Context: an optimization exercise on an open-source flow, tuned for small area and a short achievable clock period. The choices shown serve that exercise and are no tape-out recipe. Function was checked by simulation only, so behaviour that the tests miss may differ from the original. No activity file was given, so power comes from the tool's default toggle rates.

==> flow/run.sh <==
#!/bin/bash
# synth_recipe.tcl (not shown) runs the flow's synth.tcl, then flattens the netlist and writes it again
# the make line also repeats each setting of config.mk as NAME=value (left out here)
make -C /OpenROAD-flow-scripts/flow DESIGN_CONFIG=/design/flow/config.mk WORK_HOME=/design/flow/orfs CLKGATE_MAP_FILE= SYNTH_SCRIPT=/design/flow/synth_recipe.tcl finish
==> flow/config.mk <==
export PLATFORM = sky130hd
export DESIGN_NAME = pipeline
export DESIGN_NICKNAME = pipeline
export VERILOG_FILES = /design/flow/design.v
export SDC_FILE = /design/flow/constraint.sdc
export NUM_CORES = 8
export LEC_CHECK = 0
export CAP_MARGIN = 40
export CORE_MARGIN = 2
export CORE_UTILIZATION = 25
export SLEW_MARGIN = 40
==> flow/constraint.sdc <==
create_clock -name core_clock -period 12.0 [get_ports {i_clk}]
set_input_delay 2.4000 -clock core_clock [delete_from_list [all_inputs] [get_ports {i_clk}]]
set_output_delay 2.4000 -clock core_clock [all_outputs]
set_load 0.01 [all_outputs]
==> flow/design.v <==
module alu (
  input  logic [31:0] i_a,         
  input  logic [31:0] i_b,         
  input  logic        i_sub,       
  input  logic        i_sra,       
  input  logic        i_r_add, i_r_slt, i_r_sltu, i_r_xor, i_r_or, i_r_and,
  input  logic        i_r_sll, i_r_srl,
  input  logic        i_r_ext,     
  input  logic [31:0] i_ext,
  output logic [31:0] o_sum,
  output logic        o_lt,        
  output logic        o_ltu,       
  output logic [31:0] o_res
);
  logic [32:0] s33;
  assign s33   = {1'b0, i_a} + {1'b0, i_b ^ {32{i_sub}}} + {32'b0, i_sub};
  assign o_sum = s33[31:0];
  assign o_ltu = !s33[32];
  assign o_lt  = (i_a[31] ^ i_b[31]) ? i_a[31] : s33[31];
  logic [31:0] sh_in, sh_out, a_rev, sh_rev;
  logic [63:0] sh_wide;
  logic [4:0]  shamt;
  logic        fill;
  assign shamt = i_b[4:0];
  assign fill  = i_sra & i_a[31];
  always_comb begin
    for (int i = 0; i < 32; i++) a_rev[i] = i_a[31-i];
  end
  assign sh_in  = i_r_sll ? a_rev : i_a;
  assign sh_wide = {{32{fill}}, sh_in} >> shamt;
  assign sh_out  = sh_wide[31:0];
  always_comb begin
    for (int i = 0; i < 32; i++) sh_rev[i] = sh_out[31-i];
  end
  always_comb begin
    o_res = ({32{i_r_add}}  & o_sum)
          | ({32{i_r_slt}}  & {31'b0, o_lt})
          | ({32{i_r_sltu}} & {31'b0, o_ltu})
          | ({32{i_r_xor}}  & (i_a ^ i_b))
          | ({32{i_r_or}}   & (i_a | i_b))
          | ({32{i_r_and}}  & (i_a & i_b))
          | ({32{i_r_sll}}  & sh_rev)
          | ({32{i_r_srl}}  & sh_out)
          | ({32{i_r_ext}}  & i_ext);
  end
endmodule
module regfile (
  input  logic        i_clk,
  input  logic        i_rst_n,
  input  logic [4:0]  i_rs1_addr,
  input  logic [4:0]  i_rs2_addr,
  input  logic [4:0]  i_rd_addr,
  input  logic [31:0] i_rd_data,
  input  logic        i_rd_wren,    
  output logic [31:0] o_rs1_data,
  output logic [31:0] o_rs2_data,
  output logic [31:0] checker1,
  output logic [31:0] checker2,
  output logic [31:0] checker3,
  output logic [31:0] checker4,
  output logic [31:0] checker10
);
  wire  [31:0] rf [0:31];
  logic [31:0] vld;
  logic [31:0] we;
  assign rf[0]  = '0;
  assign vld[0] = 1'b0;
  assign we[0]  = 1'b0;
  for (genvar i = 1; i < 32; i++) begin : g_ent
    logic [31:0] q;
    assign we[i] = i_rd_wren && (i_rd_addr == 5'(i));
    assign rf[i] = q;
    if (i == 1 || i == 2 || i == 3 || i == 4 || i == 10) begin : g_rst
      always_ff @(posedge i_clk or negedge i_rst_n) begin
        if (!i_rst_n)   q <= '0;
        else if (we[i]) q <= i_rd_data;
      end
      assign vld[i] = 1'b1;
    end else begin : g_vld
      logic v;
      always_ff @(posedge i_clk) begin
        if (we[i]) q <= i_rd_data;
      end
      always_ff @(posedge i_clk or negedge i_rst_n) begin
        if (!i_rst_n)   v <= 1'b0;
        else if (we[i]) v <= 1'b1;
      end
      assign vld[i] = v;
    end
  end
  logic [31:0] sel1, sel2;
  always_comb begin
    for (int i = 0; i < 32; i++) begin
      sel1[i] = (i_rs1_addr == 5'(i)) && vld[i];
      sel2[i] = (i_rs2_addr == 5'(i)) && vld[i];
    end
  end
  always_comb begin
    o_rs1_data = '0;
    o_rs2_data = '0;
    for (int i = 1; i < 32; i++) begin
      o_rs1_data = o_rs1_data | ({32{sel1[i]}} & rf[i]);
      o_rs2_data = o_rs2_data | ({32{sel2[i]}} & rf[i]);
    end
  end
  assign checker1  = rf[1];
  assign checker2  = rf[2];
  assign checker3  = rf[3];
  assign checker4  = rf[4];
  assign checker10 = rf[10];
endmodule
module lsu (
  input  logic        i_clk,
  input  logic        i_rst_n,
  input  logic [31:0] i_lsu_addr,
  input  logic [31:0] i_st_data,
  input  logic        i_store,
  input  logic        i_sz_b,       
  input  logic        i_sz_h,       
  input  logic        i_unsigned,
  input  logic [31:0] i_io_sw,
  input  logic [3:0]  i_io_btn,
  output logic [31:0] o_ld_data,
  output logic [31:0] o_io_ledr,
  output logic [31:0] o_io_ledg,
  output logic [6:0]  o_io_hex0,
  output logic [6:0]  o_io_hex1,
  output logic [6:0]  o_io_hex2,
  output logic [6:0]  o_io_hex3,
  output logic [6:0]  o_io_hex4,
  output logic [6:0]  o_io_hex5,
  output logic [6:0]  o_io_hex6,
  output logic [6:0]  o_io_hex7,
  output logic [31:0] o_io_lcd
);
  logic [1:0] lo;
  logic [4:0] r;
  logic       is_dm, is_out, is_in;
  logic [3:0] be;
  assign lo     = i_lsu_addr[1:0];
  assign r      = i_lsu_addr[6:2];
  assign is_dm  = (i_lsu_addr[31:13] == 19'd1);
  assign is_out = (i_lsu_addr[31:6]  == 26'h1C0);
  assign is_in  = (i_lsu_addr[31:5]  == 27'h3C0);
  assign be     = i_sz_b ? 4'b0001 : (i_sz_h ? 4'b0011 : 4'b1111);
  logic [31:0] oh_r, oh_r1;
  always_comb begin
    for (int i = 0; i < 32; i++) oh_r[i] = (r == 5'(i));
  end
  assign oh_r1 = {oh_r[30:0], oh_r[31]};
  logic       dm_we;
  assign dm_we = i_rst_n && i_store && is_dm;
  wire [7:0] bank_q [0:3];
  for (genvar j = 0; j < 4; j++) begin : g_bank
    logic [31:0] rsel;
    logic [1:0]  kk;             
    logic        bwe;
    logic [7:0]  bd, q;
    logic [7:0]  mem [0:31];
    assign rsel = (2'(j) < lo) ? oh_r1 : oh_r;
    assign kk   = 2'(2'(j) - lo);
    assign bwe  = dm_we && be[kk];
    assign bd   = i_st_data[8*kk +: 8];
    for (genvar i = 0; i < 32; i++) begin : g_row
      always_ff @(posedge i_clk) begin
        if (bwe && rsel[i]) mem[i] <= bd;
      end
    end
    always_comb begin
      q = '0;
      for (int i = 0; i < 32; i++) q = q | ({8{rsel[i]}} & mem[i]);
    end
    assign bank_q[j] = q;
  end
  logic [7:0] red_leds [0:3];
  logic [7:0] green_leds [0:3];
  logic [7:0] lcd_regs [0:3];
  logic [7:0] seg [0:7];
  logic       out_we;
  assign out_we = i_store && is_out;
  for (genvar k = 0; k < 4; k++) begin : g_w4
    always_ff @(posedge i_clk or negedge i_rst_n) begin
      if (!i_rst_n) begin
        red_leds[k]   <= '0;
        green_leds[k] <= '0;
        lcd_regs[k]   <= '0;
      end else begin
        if (out_we && i_lsu_addr[5:4] == 2'd0 && be[k]) red_leds[k]   <= i_st_data[8*k +: 8];
        if (out_we && i_lsu_addr[5:4] == 2'd1 && be[k]) green_leds[k] <= i_st_data[8*k +: 8];
        if (out_we && i_lsu_addr[5:4] == 2'd3 && be[k]) lcd_regs[k]   <= i_st_data[8*k +: 8];
      end
    end
  end
  for (genvar d = 0; d < 8; d++) begin : g_seg
    logic [2:0] k;               
    logic       we;
    assign k  = 3'(3'(d) - i_lsu_addr[2:0]);
    assign we = out_we && (i_lsu_addr[5:4] == 2'd2) && !k[2] && be[k[1:0]];
    always_ff @(posedge i_clk or negedge i_rst_n) begin
      if (!i_rst_n) seg[d] <= '0;
      else if (we)  seg[d] <= i_st_data[8*k[1:0] +: 8];
    end
  end
  assign o_io_ledr = {red_leds[3], red_leds[2], red_leds[1], red_leds[0]};
  assign o_io_ledg = {green_leds[3], green_leds[2], green_leds[1], green_leds[0]};
  assign o_io_lcd  = {lcd_regs[3], lcd_regs[2], lcd_regs[1], lcd_regs[0]};
  assign o_io_hex0 = seg[0][6:0];
  assign o_io_hex1 = seg[1][6:0];
  assign o_io_hex2 = seg[2][6:0];
  assign o_io_hex3 = seg[3][6:0];
  assign o_io_hex4 = seg[4][6:0];
  assign o_io_hex5 = seg[5][6:0];
  assign o_io_hex6 = seg[6][6:0];
  assign o_io_hex7 = seg[7][6:0];
  wire [7:0] lane [0:3];
  for (genvar k = 0; k < 4; k++) begin : g_lane
    logic [3:0] s;               
    logic [7:0] dm_b, w4, out_b, in_b;
    assign s    = i_lsu_addr[3:0] + 4'(k);
    assign dm_b = bank_q[2'(lo + 2'(k))];
    always_comb begin
      case (i_lsu_addr[5:4])
        2'd0:    w4 = red_leds[s[1:0]];
        2'd1:    w4 = green_leds[s[1:0]];
        2'd3:    w4 = lcd_regs[s[1:0]];
        default: w4 = '0;
      endcase
      if (i_lsu_addr[5:4] == 2'd2) out_b = seg[3'(i_lsu_addr[2:0] + 3'(k))];
      else                         out_b = (s[3:2] == 2'd0) ? w4 : 8'd0;
      if (i_lsu_addr[4]) in_b = (s == 4'd0) ? {4'b0, i_io_btn} : 8'd0;
      else               in_b = (s[3:2] == 2'd0) ? i_io_sw[8*s[1:0] +: 8] : 8'd0;
    end
    assign lane[k] = ({8{is_dm}} & dm_b) | ({8{is_out}} & out_b) | ({8{is_in}} & in_b);
  end
  logic sb, sh;
  assign sb = !i_unsigned && lane[0][7];
  assign sh = !i_unsigned && lane[1][7];
  always_comb begin
    if (i_sz_b)      o_ld_data = {{24{sb}}, lane[0]};
    else if (i_sz_h) o_ld_data = {{16{sh}}, lane[1], lane[0]};
    else             o_ld_data = {lane[3], lane[2], lane[1], lane[0]};
  end
endmodule
module pipeline (
  input  logic        i_clk,
  input  logic        i_rst_n,
  input  logic [31:0] i_io_sw,
  input  logic [3:0]  i_io_btn,
  output logic [31:0] o_imem_addr,
  input  logic [31:0] i_imem_data,
  output logic [31:0] checker1, checker2, checker3, checker4, checker10,
  output logic [31:0] o_pc_debug,
  output logic        o_insn_vld,
  output logic [31:0] o_io_ledr,
  output logic [31:0] o_io_ledg,
  output logic [6:0]  o_io_hex0,
  output logic [6:0]  o_io_hex1,
  output logic [6:0]  o_io_hex2,
  output logic [6:0]  o_io_hex3,
  output logic [6:0]  o_io_hex4,
  output logic [6:0]  o_io_hex5,
  output logic [6:0]  o_io_hex6,
  output logic [6:0]  o_io_hex7,
  output logic [31:0] o_io_lcd
);
  logic [31:0] f_pc;
  logic        d_valid;
  logic [31:0] d_instr;
  logic        e_valid, e_wren, e_load, e_store, e_br, e_jal, e_jalr;
  logic [4:0]  e_rd;
  logic        e_fa, e_fb;                  
  logic        e_use_imm, e_sub, e_sra;
  logic        e_r_add, e_r_slt, e_r_sltu, e_r_xor, e_r_or, e_r_and, e_r_sll, e_r_srl;
  logic        e_x_link, e_x_tgt, e_x_imm;
  logic        e_bc_eq, e_bc_ne, e_bc_lt, e_bc_ge, e_bu;
  logic        e_sz_b, e_sz_h, e_uns;
  logic [31:0] e_pc, e_rs1v, e_rs2v, e_imm;
  logic        m_valid, m_wren, m_load, m_store;
  logic [4:0]  m_rd;
  logic        m_sz_b, m_sz_h, m_uns;
  logic [31:0] m_res, m_st, m_pc;
  logic [31:0] w_pc;
  logic        ld_stall, redirect;
  logic [31:0] redirect_pc;
  assign o_imem_addr = f_pc;
  always_ff @(posedge i_clk or negedge i_rst_n) begin
    if (!i_rst_n)       f_pc <= '0;
    else if (!ld_stall) f_pc <= redirect ? redirect_pc : f_pc + 32'd4;
  end
  always_ff @(posedge i_clk or negedge i_rst_n) begin
    if (!i_rst_n)       d_valid <= 1'b0;
    else if (!ld_stall) d_valid <= !redirect;
  end
  always_ff @(posedge i_clk) begin
    if (!ld_stall) d_instr <= i_imem_data;
  end
  logic [6:0] opc;
  logic [2:0] f3;
  logic [4:0] rs1, rs2, rd;
  logic       f7nz;
  assign opc  = d_instr[6:0];
  assign f3   = d_instr[14:12];
  assign rs1  = d_instr[19:15];
  assign rs2  = d_instr[24:20];
  assign rd   = d_instr[11:7];
  assign f7nz = |d_instr[31:25];
  logic is_op, is_opi, is_lui, is_auipc, is_load, is_store, is_br, is_jal, is_jalr;
  assign is_op    = (opc == 7'b0110011);
  assign is_opi   = (opc == 7'b0010011);
  assign is_lui   = (opc == 7'b0110111);
  assign is_auipc = (opc == 7'b0010111);
  assign is_load  = (opc == 7'b0000011);
  assign is_store = (opc == 7'b0100011);
  assign is_br    = (opc == 7'b1100011);
  assign is_jal   = (opc == 7'b1101111);
  assign is_jalr  = (opc == 7'b1100111);
  logic recognized, wr_rd;
  assign recognized = is_op | is_opi | is_lui | is_auipc | is_load | is_store | is_br | is_jal | is_jalr;
  assign wr_rd      = (is_op | is_opi | is_lui | is_auipc | is_load | is_jal | is_jalr) && (rd != 5'd0);
  logic [31:0] imm;
  always_comb begin
    if (is_opi | is_load | is_jalr) imm = {{20{d_instr[31]}}, d_instr[31:20]};
    else if (is_store)              imm = {{20{d_instr[31]}}, d_instr[31:25], d_instr[11:7]};
    else if (is_br)                 imm = {{20{d_instr[31]}}, d_instr[7], d_instr[30:25], d_instr[11:8], 1'b0};
    else if (is_lui | is_auipc)     imm = {d_instr[31:12], 12'b0};
    else if (is_jal)                imm = {{12{d_instr[31]}}, d_instr[19:12], d_instr[20], d_instr[30:21], 1'b0};
    else                            imm = '0;
  end
  logic alu_rr, alu_ri;
  assign alu_rr = is_op;
  assign alu_ri = is_op | is_opi;
  logic [31:0] wb_m;             
  logic [31:0] rf_rs1, rf_rs2;
  regfile regf (
    .i_clk      (i_clk),
    .i_rst_n    (i_rst_n),
    .i_rs1_addr (rs1),
    .i_rs2_addr (rs2),
    .i_rd_addr  (m_rd),
    .i_rd_data  (wb_m),
    .i_rd_wren  (m_wren),
    .o_rs1_data (rf_rs1),
    .o_rs2_data (rf_rs2),
    .checker1   (checker1),
    .checker2   (checker2),
    .checker3   (checker3),
    .checker4   (checker4),
    .checker10  (checker10)
  );
  logic [31:0] rs1v, rs2v;
  logic        byp1, byp2;
  assign byp1 = m_wren && (m_rd == rs1);
  assign byp2 = m_wren && (m_rd == rs2);
  assign rs1v = byp1 ? wb_m : rf_rs1;
  assign rs2v = (is_jal | is_jalr) ? f_pc : (byp2 ? wb_m : rf_rs2);    
  logic [4:0] rs1_h, rs2_h;
  assign rs1_h    = d_valid ? rs1 : 5'd0;
  assign rs2_h    = d_valid ? rs2 : 5'd0;
  assign ld_stall = e_load && ((rs1_h == e_rd) || (rs2_h == e_rd));
  logic go;    
  assign go = d_valid && !ld_stall && !redirect;
  always_ff @(posedge i_clk or negedge i_rst_n) begin
    if (!i_rst_n) begin
      e_valid <= 1'b0;
      e_wren  <= 1'b0;
      e_load  <= 1'b0;
      e_store <= 1'b0;
      e_br    <= 1'b0;
      e_jal   <= 1'b0;
      e_jalr  <= 1'b0;
    end else begin
      e_valid <= go;
      e_wren  <= go && wr_rd;
      e_load  <= go && is_load;
      e_store <= go && is_store;
      e_br    <= go && is_br;
      e_jal   <= go && is_jal;
      e_jalr  <= go && is_jalr;
    end
  end
  always_ff @(posedge i_clk) begin
    e_rd      <= rd;
    e_fa      <= e_wren && (e_rd == rs1);
    e_fb      <= e_wren && (e_rd == rs2);
    e_use_imm <= !is_op && !is_br;
    e_sub     <= (is_op && f3 == 3'b000 && f7nz) || is_br || (alu_ri && f3[2:1] == 2'b01);
    e_sra     <= f7nz && (f3 == 3'b101);
    e_r_add   <= alu_ri ? (f3 == 3'b000) : !(is_jal | is_jalr | is_lui | is_auipc);
    e_r_slt   <= alu_ri && (f3 == 3'b010);
    e_r_sltu  <= alu_ri && (f3 == 3'b011);
    e_r_xor   <= alu_ri && (f3 == 3'b100);
    e_r_or    <= alu_ri && (f3 == 3'b110);
    e_r_and   <= alu_ri && (f3 == 3'b111);
    e_r_sll   <= alu_ri && (f3 == 3'b001);
    e_r_srl   <= alu_ri && (f3 == 3'b101);
    e_x_link  <= is_jal | is_jalr;
    e_x_tgt   <= is_auipc;
    e_x_imm   <= is_lui;
    e_bc_eq   <= (f3 == 3'b000);
    e_bc_ne   <= (f3 == 3'b001);
    e_bc_lt   <= (f3 == 3'b100) || (f3 == 3'b110);
    e_bc_ge   <= (f3 == 3'b101) || (f3 == 3'b111);
    e_bu      <= f3[1];
    e_sz_b    <= is_load ? (f3[1:0] == 2'b00) : (f3 == 3'b000);
    e_sz_h    <= is_load ? (f3[1:0] == 2'b01) : (f3 == 3'b001);
    e_uns     <= f3[2];
    e_pc      <= f_pc - 32'd4;
    e_rs1v    <= rs1v;
    e_rs2v    <= rs2v;
    e_imm     <= imm;
  end
  always_ff @(posedge i_clk or negedge i_rst_n) begin
    if (!i_rst_n) o_insn_vld <= 1'b0;
    else          o_insn_vld <= d_valid && recognized;
  end
  logic [31:0] op_a, fw_b, op_b, tgt, sum, res, ext;
  logic        lt, ltu, eq, cond, taken;
  assign op_a = e_fa ? m_res : e_rs1v;
  assign fw_b = e_fb ? m_res : e_rs2v;
  assign op_b = e_use_imm ? e_imm : fw_b;
  assign tgt  = e_pc + e_imm;
  assign ext  = ({32{e_x_link}} & e_rs2v) | ({32{e_x_tgt}} & tgt) | ({32{e_x_imm}} & e_imm);
  alu Alu (
    .i_a     (op_a),
    .i_b     (op_b),
    .i_sub   (e_sub),
    .i_sra   (e_sra),
    .i_r_add (e_r_add),
    .i_r_slt (e_r_slt),
    .i_r_sltu(e_r_sltu),
    .i_r_xor (e_r_xor),
    .i_r_or  (e_r_or),
    .i_r_and (e_r_and),
    .i_r_sll (e_r_sll),
    .i_r_srl (e_r_srl),
    .i_r_ext (e_x_link | e_x_tgt | e_x_imm),
    .i_ext   (ext),
    .o_sum   (sum),
    .o_lt    (lt),
    .o_ltu   (ltu),
    .o_res   (res)
  );
  assign eq    = (op_a == fw_b);
  assign cond  = (e_bc_eq & eq) | (e_bc_ne & !eq) | (e_bc_lt & (e_bu ? ltu : lt)) | (e_bc_ge & !(e_bu ? ltu : lt));
  assign taken = e_br & cond;
  assign redirect    = e_jal | e_jalr | taken;
  assign redirect_pc = e_jalr ? sum : tgt;
  always_ff @(posedge i_clk or negedge i_rst_n) begin
    if (!i_rst_n) begin
      m_valid <= 1'b0;
      m_wren  <= 1'b0;
      m_load  <= 1'b0;
      m_store <= 1'b0;
    end else begin
      m_valid <= e_valid;
      m_wren  <= e_wren;
      m_load  <= e_load;
      m_store <= e_store;
    end
  end
  always_ff @(posedge i_clk) begin
    m_rd   <= e_rd;
    m_sz_b <= e_sz_b;
    m_sz_h <= e_sz_h;
    m_uns  <= e_uns;
    m_res  <= res;
    m_st   <= fw_b;
    m_pc   <= e_pc;
  end
  logic [31:0] ld_data;
  lsu Lsu (
    .i_clk      (i_clk),
    .i_rst_n    (i_rst_n),
    .i_lsu_addr (m_res),
    .i_st_data  (m_st),
    .i_store    (m_store),
    .i_sz_b     (m_sz_b),
    .i_sz_h     (m_sz_h),
    .i_unsigned (m_uns),
    .i_io_sw    (i_io_sw),
    .i_io_btn   (i_io_btn),
    .o_ld_data  (ld_data),
    .o_io_ledr  (o_io_ledr),
    .o_io_ledg  (o_io_ledg),
    .o_io_hex0  (o_io_hex0),
    .o_io_hex1  (o_io_hex1),
    .o_io_hex2  (o_io_hex2),
    .o_io_hex3  (o_io_hex3),
    .o_io_hex4  (o_io_hex4),
    .o_io_hex5  (o_io_hex5),
    .o_io_hex6  (o_io_hex6),
    .o_io_hex7  (o_io_hex7),
    .o_io_lcd   (o_io_lcd)
  );
  assign wb_m = m_load ? ld_data : m_res;
  always_ff @(posedge i_clk or negedge i_rst_n) begin
    if (!i_rst_n) w_pc <= '0;
    else          w_pc <= m_valid ? m_pc : 32'd0;
  end
  assign o_pc_debug = w_pc;
endmodule
==> results.txt <==
registers in the layout, summed over array words and instances, names as in the netlist, 26 cells and up:
| signal | flops |
|---|---|
| Lsu.green_leds | 32 |
| e_imm | 32 |
| Lsu.lcd_regs | 32 |
| regf.g_ent.g_vld.v | 26 |
| m_st | 32 |
| regf.g_ent.q | 992 |
| Lsu.seg | 64 |
| e_rs1v | 32 |
| m_res | 32 |
| Lsu.g_bank.mem | 1024 |
| Lsu.red_leds | 32 |
| f_pc | 32 |
| w_pc | 32 |
| m_pc | 32 |
| e_rs2v | 32 |
| e_pc | 32 |
| d_instr | 32 |
metal layers:
metal	vias up	track usage, %	share of wire (%)
li1	38800	-	-
met1	50300	28.2	34
met2	9776	35.9	42
met3	2661	10.6	15
met4	68	17.2	9.0
met5	-	0.940	0.15
synth_stat cells (all sizes together) (22+ instances only):
master / count
a22o: 332
a32o: 22
xor2: 82
o22ai: 52
dfrtp: 423
mux2: 235
or2: 37
nor2b: 58
and2: 71
a221o: 63
nor3: 149
a21o: 51
mux4: 100
a222oi: 144
ha: 141
clkbuf: 577
a221oi: 367
nand3: 591
inv: 169
nand2b: 45
a21oi: 261
xnor2: 122
nand4: 296
o21a: 33
nand2: 584
or4: 27
nor2: 334
buf: 248
a211oi: 32
o211ai: 89
nor4: 68
mux2i: 186
o21ai: 334
a22oi: 550
a2bb2oi: 27
and3: 147
a31oi: 49
nor3b: 22
a32oi: 58
edfxtp: 1888
dfxtp: 261
power by group through the flow:
stage / Clock [mW] / Sequential (mW) / Combinational [mW]
3_5_place_dp: 0 / 10.6 / 3.06
5_1_grt: 9.03 / 10.4 / 3.28
3_3_place_gp: 0 / 10.6 / 3.01
6_report: 8.73 / 10.4 / 3.21
2_1_floorplan: 0 / 10.3 / 1.55
4_1_cts: 8.68 / 10.4 / 3.07
final timing paths:
check / from / end / slack, ns
max reg2reg: m_res[1]$_DFF_P_ / regf.g_ent[8].q[17]$_DFFE_PP_ / 5.01
min in group asynchronous: i_rst_n / f_pc[15]$_DFFE_PN0N_ / 1.32
max in group asynchronous: i_rst_n / Lsu.seg[2][4]$_DFFE_PN0P_ / 8.28
min reg2reg: e_sz_h$_DFF_P_ / m_sz_h$_DFF_P_ / 0.33
min: e_sz_h$_DFF_P_ / m_sz_h$_DFF_P_ / 0.33
max: m_res[1]$_DFF_P_ / regf.g_ent[8].q[17]$_DFFE_PP_ / 5.01
worst max-delay path: cells and delay by family (launching register included):
| family | cells | cell delay, ns |
|---|---|---|
| compound gates | 5 | 2.14 |
| fa+ha+maj | 1 | 0.50 |
| buf+inv | 4 | 2.47 |
| flops | 1 | 0.51 |
| simple gates | 4 | 0.98 |
layout by cell type, fill, tap and decap left out, drive strengths merged, types with 261 or more instances in the layout:
cell type	Yosys	final
o21ai	334	334
a221oi	367	367
buf	248	331
a22o	332	332
nand4	296	296
edfxtp	1888	1888
clkdlybuf4s50	0	445
nand3	591	591
nor2	334	334
dfxtp	261	261
a22oi	550	550
clkbuf	577	360
nand2	584	584
dfrtp	423	423
a21oi	261	261
stage by stage:
| step | instance area [sq um] | worst slack, ns |
|---|---|---|
| 2_1_floorplan | 120000 | 5.74 |
| 3_3_place_gp | 132000 | 5.10 |
| 3_5_place_dp | 133000 | 5.39 |
| 4_1_cts | 142000 | 5.38 |
| 5_1_grt | 142000 | 4.87 |
| 6_report | 142000 | 5.01 |
layout make-up:
| type | instances | area (sq um) |
|---|---|---|
| Tap cell | 6400 | 8010 |
| Multi-Input combinational cell | 6005 | 44500 |
| Fill cell | 48100 | 336000 |
| Timing Repair Buffer | 777 | 7310 |
| Clock inverter | 143 | 1480 |
| Antenna cell | 50 | 125 |
| Sequential cell | 2572 | 72500 |
| Inverter | 172 | 646 |
| Clock buffer | 359 | 7500 |
cell families after synthesis:
logic type,Yosys count
fa+ha+maj,143
flops,2572
simple gates,2519
compound gates,2618
xor+xnor,204
mux,521
buf+inv,997
==> metrics.md <==
| Metric | Value |
|---|---|
| Max_cap viols | `0` |
| Vias | `102,000` |
| Yosys reg bits | `2,572` |
| Share of the synthesized area in the top cell type | `47.3%` |
| Synth Area in Simple Gates | `10.8%` |
| Fmax achieved | `0.143 GHz` |
| Slew HR | `27.2%` |
| TNS Setup | `0 ns` |
| CTS max path bufs | `4` |
| Synthesis-to-layout area growth | `18.7%` |
| # DRC | `0` |
| Pwr Total | `22.4 mW` |
| Starting density of the core | `25.1%` |
| Grt total ovfl | `0` |
| Die area | `485,000 sq um` |
| First-pass GRT wire length | `820,000 um` |
| Int Pwr | `15.8 mW` |
| IO Port Bufs | `446` |
| Clock share of power | `39.0%` |
| Outcome | `finished clean` |
| Max rail drop VDD | `0.122 mV` |
| Syn Nets | `9,787` |
| Count of final setup violators | `0` |
| Sequential area share after synthesis | `60.5%` |
| Synthesized area per cell | `12.5 sq um` |
| Hold depth | `0` |
| Endpoint type of the worst setup path | `register` |
| Final period util | `58.3%` |
| R2R depth | `14` |
| Last weighted congestion value of the routability-driven placer | `1.01` |
| Worst-path clk slew | `0.06 ns` |
| H-tree depth | `5` |
| Root buf cell | `clkbuf_16` |
| Worst path most repeated cell | `a21oi_1` |
| Non-Filler Instances | `16,500` |
| Placed Cells | `15,900` |
| Post-synth top area cell | `edfxtp_1` |
| TritonRoute pass-1 iters | `13` |
| Core Region | `478,000 sq um` |
| Clk Latency, worst-skew pair | `1.03 ns` |
| Xor/xnor cell area share of the yosys netlist | `1.49%` |
| Post-Syn Area | `120,000 sq um` |
| Post-Synthesis Cells | `9,574` |
| Largest cells by area after synthesis | `edfxtp_1 (47%), dfrtp_1 (8.8%), dfxtp_1 (4.4%)` |
| Main combinational cell family by area after synthesis | `compound AO/OA/AOI/OAI gates` |
| Crit path cell chain | `inv_1 > ha_4 > buf_4 > buf_4 > nand2b_1 > o22ai_1 > nor4_1 > a21oi_1 > a21oi_1 > a311oi_1 > nor2_1 > a21oi_1 > nor2_1 > inv_1` |
| Top Ports | `447` |
| Die span in x | `696 um` |
| Unique cell type count in the Yosys netlist | `105` |
| Post-synth EDFFs | `1,888` |
| Slew @ Worst Pin | `1.08 ns` |
| Net switching power | `6.62 mW` |
| Hpwl dp | `417,000 um` |
| Gate power share | `14.3%` |
| Hold buffers post-CTS | `0` |
| Worst setup SP type | `register` |
| Fraction of registers with async set/reset | `16.4%` |
| Max incr delay on CP | `0.86 ns` |
| Routed len/inst | `37.6 um` |
| Yosys warnings | `12` |
| Layout cells sized above 1 | `14.3%` |
| NumNets Final | `10,000` |
| Core Util, Final | `29.8%` |
| Standard-cell rows | `254` |
| TritonCTS clock tree | `done` |
| Top FF cell, synth | `edfxtp_1` |
| Vias in the first global route | `93,800` |
| Switch share | `29.6%` |
| Post-Route WL | `619,000 um` |
| PD cells | `158 nW/um^2` |
| Chip height | `696 um` |
| Tmin final | `6.99 ns` |
| CP Class | `reg -> reg` |
| Number of setup buffers added after CTS | `0` |
| Clock sink count | `2,572` |
| Hold WC Path Type | `reg -> reg` |
| RSZ-0062 raised after global routing | `no` |
| Final hold violation count | `0` |
| Worst EP required | `12.69 ns` |
| Initial DRC Count | `20,000` |
| Pin count of the biggest net entering global routing | `123` |
| Post-cts repair resize count | `0` |
| Final ANT Viol Nets | `0` |
| Synth Area in Adders | `1.51%` |
| Data arrival, critical path | `7.68 ns` |
| Mux cell area share after synthesis | `5.66%` |
| Total GRT Usage | `24.4%` |
| Flop pwr share | `46.7%` |
| Final Skew | `0.0937 ns` |
| Inserted Clock Buffers | `274` |
| Max-slew violations | `0` |
| Antenna violations before repair | `87` |
| Synth Area in Compound Gates | `16.6%` |
| Worst hold slack | `0.333 ns` |
| Crit-path max FO | `67` |
| Leak | `49.8 nW` |
| Vias/cell | `6.17` |
| Worst path slowest cell | `a311oi_1` |

-- afterwards: timing with drivers on the ports --
In the flow no input, the clock included, has a driving cell. The finished layout below was timed again as built, in two steps.
Step 1 assumes that a clkbuf_16 drives the clock port and a buf_2 every other input.
Step 2 times the ports against the registers' clock, not the clock port: input delays grow and output delays shrink by t, the midpoint of the rising clock arrivals with the driver on.
Three values: ideal, step 1, step 2; two values: the first two.
t (ns): 1.099
slack for setup (ns): 5.006 / 5.006 / 5.006
worst data-port slew with drivers (ns): 0.40
After both steps setup and hold are still met in this run. For this run, drivers alone change the setup slack by 0.000 ns; drivers and shift together by 0.000 ns.
